Context: an optimization exercise on an open-source flow, tuned for small area. The choices shown serve that exercise and are no tape-out recipe.

north:
==> flow/design.v <==
`timescale 1ns / 1ps
module ring_bank #(parameter L = 16, parameter RH = 120, parameter IB = 7) (
    input           clk,
    input  [7:0]    wdata,
    input  [IB-1:0] wr_idx,
    input           wr_hi,
    input  [IB-1:0] rd_idx,
    output [7:0]    mux_a,
    output [7:0]    mux_b
);
    wire [7:0] port_a [0:RH-1];
    wire [7:0] port_b [0:RH-1];
    genvar i;
    generate
        for (i = 0; i < RH; i = i + 1) begin : g_ring
            reg [8*L-1:0] ra, rb;
            wire we_a = !wr_hi && wr_idx == i;
            wire we_b =  wr_hi && wr_idx == i;
            always @(posedge clk) begin
                ra <= {we_a ? wdata : ra[7:0], ra[8*L-1:8]};
                rb <= {we_b ? wdata : rb[7:0], rb[8*L-1:8]};
            end
            assign port_a[i] = ra[7:0];
            assign port_b[i] = rb[7:0];
        end
    endgenerate
    assign mux_a = port_a[rd_idx];
    assign mux_b = port_b[rd_idx];
endmodule
`timescale 1ns / 1ps
module rgb2grey (
    input  [23:0] rgb,
    output [7:0]  grey
);
    wire [9:0] sum = rgb[23:16] + rgb[15:8] + rgb[7:0];
    assign grey = sum / 2'd3;
endmodule
`timescale 1ns / 1ps
module sobel (
    input         aclk,
    input         aresetn,
    input         v,
    input  [7:0]  p0,
    input  [7:0]  l1,
    input  [7:0]  l2,
    input         tuser,
    input         tlast,
    input  [31:0] threshold,
    output reg    m_axis_tvalid,
    output [23:0] m_axis_tdata,
    output reg    m_axis_tuser,
    output reg    m_axis_tlast
);
    reg       v1, u1, l1r, e_r;
    reg [7:0] a0, a1, a2;    
    reg [7:0] b0, b1, b2;    
    reg [7:0] c0, c1, c2;    
    always @(posedge aclk) begin
        if (!aresetn) begin
            a0 <= 0; a1 <= 0; a2 <= 0;
            b0 <= 0; b1 <= 0; b2 <= 0;
            c0 <= 0; c1 <= 0; c2 <= 0;
        end else if (v) begin
            a0 <= p0; a1 <= a0; a2 <= a1;
            b0 <= l1; b1 <= b0; b2 <= b1;
            c0 <= l2; c1 <= c0; c2 <= c1;
        end
    end
    always @(posedge aclk) begin
        v1 <= v; u1 <= tuser; l1r <= tlast;
        m_axis_tvalid <= v1;
        m_axis_tuser  <= u1;
        m_axis_tlast  <= l1r;
        e_r <= is_edge;
    end
    wire [9:0] hv0 = a0 + {a1, 1'b0} + a2;
    wire [9:0] hv1 = c0 + {c1, 1'b0} + c2;
    wire [9:0] hh0 = a0 + {b0, 1'b0} + c0;
    wire [9:0] hh1 = a2 + {b2, 1'b0} + c2;
    wire [9:0] t10 = threshold[9:0];
    wire big = |threshold[30:10];
    wire [10:0] dv = (hv0 > hv1) ? hv0 - hv1 : hv1 - hv0;
    wire [10:0] dh = (hh0 > hh1) ? hh0 - hh1 : hh1 - hh0;
    wire edge_v = dv > t10;
    wire edge_h = dh > t10;
    wire is_edge = threshold[31] | (~big & (edge_v | edge_h));
    assign m_axis_tdata = {24{e_r}};
endmodule
`timescale 1ns / 1ps
module edge_detect (
    input         aclk,
    input         aresetn,
    input  [23:0] s_axis_tdata,
    input         s_axis_tvalid,
    output        s_axis_tready,
    input         s_axis_tuser,
    input         s_axis_tlast,
    output        m_axis_tvalid,
    output [23:0] m_axis_tdata,
    input         m_axis_tready,
    output        m_axis_tuser,
    output        m_axis_tlast,
    input  [31:0] threshold
);
    localparam LB = 5;                  
    localparam L  = 1 << LB;            
    localparam R  = 3840 / L;           
    localparam RH = R / 2;              
    localparam IB = $clog2(RH);
    assign s_axis_tready = m_axis_tready;
    wire       v = s_axis_tvalid;
    wire [7:0] grey;
    rgb2grey u_grey (.rgb(s_axis_tdata), .grey(grey));
    reg [LB-1:0] n_lo;
    reg [IB-1:0] n_idx;
    reg          n_hi;
    reg [LB-1:0] dlt;
    reg          f1, f2;                
    always @(posedge aclk) begin
        if (!aresetn) begin
            n_lo <= 0; n_idx <= 0; n_hi <= 1'b0; dlt <= 0;
            f1 <= 1'b0; f2 <= 1'b0;
        end else if (v) begin
            n_lo <= n_lo + 1'b1;
            if (&n_lo) begin
                if (n_idx == RH - 1) begin
                    n_idx <= 0;
                    n_hi  <= ~n_hi;
                    if (n_hi) f2 <= 1'b1; else f1 <= 1'b1;
                end else
                    n_idx <= n_idx + 1'b1;
            end
        end else
            dlt <= dlt + 1'b1;
    end
    wire [LB:0]  ph_sum = {1'b0, n_lo} + {1'b0, dlt};
    wire [LB-1:0] ph = ph_sum[LB-1:0];
    wire         cb = ph_sum[LB];
    wire [IB-1:0] rb_idx = (cb && n_idx == RH - 1) ? {IB{1'b0}} : n_idx + cb;
    wire          rb_hi  = (cb && n_idx == RH - 1) ? ~n_hi : n_hi;
    wire [IB-1:0] wr_idx = (rb_idx == 0) ? RH - 1 : rb_idx - 1'b1;
    wire          wr_hi  = (rb_idx == 0) ? ~rb_hi : rb_hi;
    reg [7:0] wbuf [0:L-1];
    genvar k;
    generate
        for (k = 0; k < L; k = k + 1) begin : g_wb
            always @(posedge aclk)
                if (v && n_lo == k) wbuf[k] <= grey;
        end
    endgenerate
    wire [7:0] wdata = wbuf[ph];
    wire [7:0] mux_a, mux_b;
    ring_bank #(.L(L), .RH(RH), .IB(IB)) u_bank (
        .clk(aclk), .wdata(wdata), .wr_idx(wr_idx), .wr_hi(wr_hi),
        .rd_idx(rb_idx), .mux_a(mux_a), .mux_b(mux_b));
    wire [7:0] port1 = rb_hi ? mux_a : mux_b;    
    wire [7:0] port2 = rb_hi ? mux_b : mux_a;    
    reg [7:0] pf1 [0:L-2];
    reg [7:0] pf2 [0:L-2];
    integer j;
    always @(posedge aclk) begin
        pf1[0] <= port1;
        pf2[0] <= port2;
        for (j = 1; j < L - 1; j = j + 1) begin
            pf1[j] <= pf1[j-1];
            pf2[j] <= pf2[j-1];
        end
    end
    wire [LB-1:0] dm1 = dlt - 1'b1;
    wire [7:0] line1 = (dlt == 0) ? port1 : pf1[dm1];
    wire [7:0] line2 = (dlt == 0) ? port2 : pf2[dm1];
    sobel u_sobel (
        .aclk(aclk), .aresetn(aresetn), .v(v),
        .p0(grey), .l1(f1 ? line1 : 8'd0), .l2(f2 ? line2 : 8'd0),
        .tuser(s_axis_tuser), .tlast(s_axis_tlast), .threshold(threshold),
        .m_axis_tvalid(m_axis_tvalid), .m_axis_tdata(m_axis_tdata),
        .m_axis_tuser(m_axis_tuser), .m_axis_tlast(m_axis_tlast));
endmodule
clock: 6.0 ns
lec_check: 0
cap_margin: 20
core_margin: 2
core_utilization: 70
cts_cluster_diameter: 60
cts_cluster_size: 35
place_density: 0.78
slew_margin: 20
run.sh (not shown) runs the stock make flow with config.mk's settings and CLKGATE_MAP_FILE= SYNTH_SCRIPT=/design/flow/synth_recipe.tcl, a recipe that flattens the netlist after the stock synthesis.
The log for north ends in detailed placement with error DPL-0033, so the run never completed.
Inputs modified between north and south:
-- flow/design.v --
<<< north, line 30
`timescale 1ns / 1ps
module rgb2grey (
    input  [23:0] rgb,
    output [7:0]  grey
);
    wire [9:0] sum = rgb[23:16] + rgb[15:8] + rgb[7:0];
    assign grey = sum / 2'd3;
endmodule
>>> south, line 30
`timescale 1ns / 1ps
module rgb2grey (
    input  [9:0] sum,
    output [7:0] grey
);
    assign grey = sum / 2'd3;
endmodule
<<< north, line 80
    wire [9:0] t10 = threshold[9:0];
    wire big = |threshold[30:10];
    wire [10:0] dv = (hv0 > hv1) ? hv0 - hv1 : hv1 - hv0;
    wire [10:0] dh = (hh0 > hh1) ? hh0 - hh1 : hh1 - hh0;
    wire edge_v = dv > t10;
    wire edge_h = dh > t10;
    wire is_edge = threshold[31] | (~big & (edge_v | edge_h));
    assign m_axis_tdata = {24{e_r}};
>>> south, line 79
    wire [9:0] t10 = threshold[9:0];
    wire big = |threshold[30:10];
    wire edge_v = ({1'b0, hv0} > hv1 + t10) | ({1'b0, hv1} > hv0 + t10);
    wire edge_h = ({1'b0, hh0} > hh1 + t10) | ({1'b0, hh1} > hh0 + t10);
    wire is_edge = threshold[31] | (~big & (edge_v | edge_h));
    assign m_axis_tdata = {24{e_r}};
<<< north, line 109
    localparam IB = $clog2(RH);
    assign s_axis_tready = m_axis_tready;
    wire       v = s_axis_tvalid;
    wire [7:0] grey;
    rgb2grey u_grey (.rgb(s_axis_tdata), .grey(grey));
    reg [LB-1:0] n_lo;
    reg [IB-1:0] n_idx;
>>> south, line 106
    localparam IB = $clog2(RH);
    assign s_axis_tready = m_axis_tready;
    reg       v, u1, l1;
    reg [9:0] sum;
    always @(posedge aclk) begin
        v   <= s_axis_tvalid;
        u1  <= s_axis_tuser;
        l1  <= s_axis_tlast;
        sum <= s_axis_tdata[23:16] + s_axis_tdata[15:8] + s_axis_tdata[7:0];
    end
    wire [7:0] grey;
    rgb2grey u_grey (.sum(sum), .grey(grey));
    reg [LB-1:0] n_lo;
    reg [IB-1:0] n_idx;
<<< north, line 173
        .aclk(aclk), .aresetn(aresetn), .v(v),
        .p0(grey), .l1(f1 ? line1 : 8'd0), .l2(f2 ? line2 : 8'd0),
        .tuser(s_axis_tuser), .tlast(s_axis_tlast), .threshold(threshold),
        .m_axis_tvalid(m_axis_tvalid), .m_axis_tdata(m_axis_tdata),
        .m_axis_tuser(m_axis_tuser), .m_axis_tlast(m_axis_tlast));
>>> south, line 177
        .aclk(aclk), .aresetn(aresetn), .v(v),
        .p0(grey), .l1(f1 ? line1 : 8'd0), .l2(f2 ? line2 : 8'd0),
        .tuser(u1), .tlast(l1), .threshold(threshold),
        .m_axis_tvalid(m_axis_tvalid), .m_axis_tdata(m_axis_tdata),
        .m_axis_tuser(m_axis_tuser), .m_axis_tlast(m_axis_tlast));
==> notes.md <==
- south did not finish; a tool error ended it in detailed placement.
- Reported for south and north, fraction of registers with async set or reset after synthesis turned out identical to the last digit.
- Status: mapped cell area parity (north, south)
- Delta (south minus north): distinct cell type count of the synthesized netlist has increased, vertical die dimension has remained practically unchanged, synthesized cell count has increased, placer congestion estimate has increased, synthesized-area fraction occupied by ao, oa, aoi and oai cells has increased.
- As far as xor/xnor share of the synthesized area is concerned, north and south perform about the same.
- south against north: sequential element share of the synthesized area went up, average size of a mapped cell saw a decrease, horizontal extent of the die flat.
No functional check of the RTL was part of any run of this note.
